What follows belongs to an exercise in optimizing a design on an open flow for small area; a production flow would make more cautious choices.
In this exercise RTL edits were held to simulation tests only and were not proved equivalent to the original.
No activity file was given, so power comes from the tool's default toggle rates.

==> run D: inputs <==
// Convolution3x3
module Convolution3x3 (
    input clk,
    input rst_n,
    input [71:0] input_patch,
    input [71:0] kernel,
    input [7:0] bias,
    output reg [9:0] output_pixel
);
make LEC_CHECK=0 CAP_MARGIN=20 CORE_MARGIN=2 CORE_UTILIZATION=40 SLEW_MARGIN=20 SYNTH_HIERARCHICAL=1 SYNTH_MINIMUM_KEEP_SIZE=0 finish   # period 10.0 ns
run.sh (not shown) runs the stock make flow with config.mk's settings and CLKGATE_MAP_FILE= SYNTH_SCRIPT=/design/flow/synth_recipe.tcl, a recipe that flattens the netlist after the stock synthesis.
==> run H: changes against run D <==
==> flow/flow/run.sh (new file) <==
#!/bin/bash
# Standard ORFS layout (the standard.sh, standard synthesis unchanged), with every
# input and output port buffered by the smallest buffer, sky130_fd_sc_hd__buf_1.
set -euo pipefail
bash standard.sh "BUFFER_PORTS_ARGS=-buffer_cell sky130_fd_sc_hd__buf_1" finish > standard_sh.log 2>&1
==> flow/standard.sh (new file) <==
#!/bin/bash
# synth_recipe.tcl (not shown) runs the flow's synth.tcl, then flattens the netlist and writes it again
# the make line also repeats each setting of config.mk as NAME=value (left out here)
make -C /OpenROAD-flow-scripts/flow DESIGN_CONFIG=/design/flow/config.mk WORK_HOME=/design/flow/orfs CLKGATE_MAP_FILE= SYNTH_SCRIPT=/design/flow/synth_recipe.tcl "${@:-finish}"
CTS_BUF_LIST = sky130_fd_sc_hd__clkbuf_2   (was not set)
removed: flow/run.sh
==> summary.txt <==
|  | run H | run D |
|---|---|---|
| Combinational group share of total power | 96.2% | 95.1% |
| Share of the final layout cell area in sequential cells | 2.65% | 2.32% |
| Wire length on met2 | 10.6 mm | 12.2 mm |
| Count of vias placed by the detailed router | 5,411 | 5,398 |
| Result of the run | no timing/DRC/antenna violations | no timing/DRC/antenna violations |
| Transition at the pin with the smallest max-transition slack | 597 ps | 700 ps |
| Routed wire per std cell | 21.3 um | 23.2 um |
| Root buffer cell | clkbuf_2 | clkbuf_16 |
| Fraction of cell area in non-clock buffers | 7.99% | 18.7% |
| Clock-cell share of area | 0.199% | 0.870% |
| Worst setup startpoint | kernel[8] | kernel[0] |
| Maximum vdd ir drop | 0.750 mV | 0.650 mV |
| Leakage component of the power | 2.58 nW | 3.05 nW |
| Met3 track demand over resource in global routing | 3.63% | 6.05% |
| Combinational group power | 3.37 mW | 3.46 mW |
| Max transition margin | 59.9% | 53.0% |
| GRT Resource Usage Total | 26.0% | 28.5% |
| Worst setup slack after layout | 2300 ps | 1760 ps |
| Routability-driven placement congestion ratio | 0.949 | 0.971 |

---

==> inputs of job 7972 <==
Convolution3x3, a different RTL version from the one above (not shown whole).
clock: 10.0 ns
lec_check: 0
cap_margin: 20
core_margin: 2
core_utilization: 40
cts_buf_list: sky130_fd_sc_hd__clkbuf_2
slew_margin: 20
synth_hierarchical: 1
synth_minimum_keep_size: 0
standard.sh (not shown) runs the stock make flow with config.mk's settings and CLKGATE_MAP_FILE= SYNTH_SCRIPT=/design/flow/synth_recipe.tcl, a recipe that flattens the netlist after the stock synthesis.
==> flow/flow/run.sh <==
#!/bin/bash
set -euo pipefail
bash standard.sh "BUFFER_PORTS_ARGS=-buffer_cell sky130_fd_sc_hd__buf_1" "CTS_ARGS=-sink_clustering_enable -sink_clustering_size 50 -sink_clustering_max_diameter 500 -buf_list sky130_fd_sc_hd__clkbuf_4 -repair_clock_nets" finish > standard_sh.log 2>&1
==> job 8886: changes against job 7972 <==
==> flow/run.sh (new file) <==
#!/bin/bash
# synth_recipe.tcl (not shown) runs the flow's synth.tcl, then flattens the netlist and writes it again
# the make line also repeats each setting of config.mk as NAME=value (left out here)
make -C /OpenROAD-flow-scripts/flow DESIGN_CONFIG=/design/flow/config.mk WORK_HOME=/design/flow/orfs CLKGATE_MAP_FILE= SYNTH_SCRIPT=/design/flow/synth_recipe.tcl finish
removed: flow/flow/run.sh
removed: flow/standard.sh
==> job 8345: changes against job 7972 <==
==> flow/flow/run.sh (replaced) <==
#!/bin/bash
# Standard ORFS layout (the standard.sh, standard synthesis unchanged), with every
# input and output port buffered by the smallest buffer, sky130_fd_sc_hd__buf_1.
set -euo pipefail
bash standard.sh "BUFFER_PORTS_ARGS=-buffer_cell sky130_fd_sc_hd__buf_1" finish > standard_sh.log 2>&1
- CTS_BUF_LIST: sky130_fd_sc_hd__clkbuf_2 -> sky130_fd_sc_hd__clkbuf_8
==> out/metrics.csv <==
stage,metric,value,unit
run_status,status,no timing/DRC/antenna violations,
route,avgRoutedWirePerCell,19.6,um
finish,nFillCells,1490,
finish,mostFrequentLayoutCells,"nand2_1 (324), fa_1 (197), clkdlybuf4s50_1 (161), xor2_1 (133)",
cts,path_clk_slew,0.07,ns
grt,met1_usage,35.8,%
grt,use_met2,44.3,%
power_and_ir_drop,p_total,2.48,mW
finish,clock_area_share,0.178,%
grt,grt_use_total,25.3,%
power_and_ir_drop,p_int,1.20,mW
power_and_ir_drop,clkPwrFrac,0.7,%
setup_path,crit_path_cell_trace,"clkdlybuf4s50_1, nand3_1, fa_1, fa_1, fa_1, fa_1, fa_1, fa_1, fa_1, fa_1, fa_1, xor2_1, nor2_1",
That was job 8886.
==> out/metrics.csv <==
stage,metric,value,unit
run_status,status,no timing/DRC/antenna violations,
power_and_ir_drop,clkPwrFrac,1.6,%
grt,use_met2,37.0,%
finish,n_clock_buffer,3,
setup_path,crit_path_cell_trace,"buf_1, nand3_1, fa_1, fa_1, fa_1, fa_1, fa_1, fa_1, fa_1, fa_1, fa_1, xor2_1, nor2_1",
finish,mostFrequentLayoutCells,"nand2_1 (324), fa_1 (197), buf_1 (161), xor2_1 (133)",
power_and_ir_drop,p_int,1.16,mW
die,ioPinCount,164,
finish,clock_area_share,0.552,%
sta,rsz0062_at_grt,false,
grt,met1_usage,31.0,%
route,avgRoutedWirePerCell,16.9,um
setup_path,cp_common_cell,fa_1,
That was job 8345.
==> out/metrics.csv <==
stage,metric,value,unit
power_and_ir_drop,p_int,1.15,mW
run_status,status,no timing/DRC/antenna violations,
grt,grt_use_total,21.4,%
finish,mostFrequentLayoutCells,"nand2_1 (324), fa_1 (197), buf_1 (161), xor2_1 (133)",
setup_path,crit_path_cell_trace,"buf_1, nand3_1, fa_1, fa_1, fa_1, fa_1, fa_1, fa_1, fa_1, fa_1, fa_1, xor2_1, nor2_1",
cts,path_clk_slew,0.05,ns
That was job 7972.

what the ideal ports hide:
In the flow no input, the clock included, has a driving cell. The finished layouts below were timed again as built, in two steps.
Step 1, drivers: a clkbuf_16 drives clk and a buf_2 each remaining input, both assumed.
Step 2 moves the port delays by t, midway between the first and last clock arrival at a register: inputs arrive t later, outputs are due t later. That takes back most of the time a late clock gives input paths.
Slacks: no drivers / after step 1 / after step 2; pairs: no drivers / after step 1.
| run | shift t [ns] | setup slack, ns | hold WS [ns] | latest minus earliest clock arrival (ns) | cell pins on the clock port's net |
|---|---|---|---|---|---|
| run D | 0.251 | 1.763 / 1.766 / 1.515 | 2.052 / 2.052 / 2.303 | 0.000 / 0.000 | 1 |
| run H | 0.256 | 2.295 / 2.291 / 2.035 | 1.671 / 1.673 / 1.929 | 0.022 / 0.022 | 1 |
| job 7972 | 0.262 | 3.193 / 3.187 / 2.926 | 2.092 / 2.100 / 2.361 | 0.001 / 0.001 | 1 |
| job 8886 | 0.241 | 2.913 / 2.905 / 2.664 | 2.483 / 2.489 / 2.730 | 0.003 / 0.002 | 1 |
| job 8345 | 0.247 | 3.182 / 3.179 / 2.931 | 2.107 / 2.112 / 2.359 | 0.005 / 0.005 | 1 |
After both steps every run listed still meets setup and hold. For job 7972, which loses most, drivers alone change the setup slack by -0.006 ns; drivers and shift together by -0.267 ns.
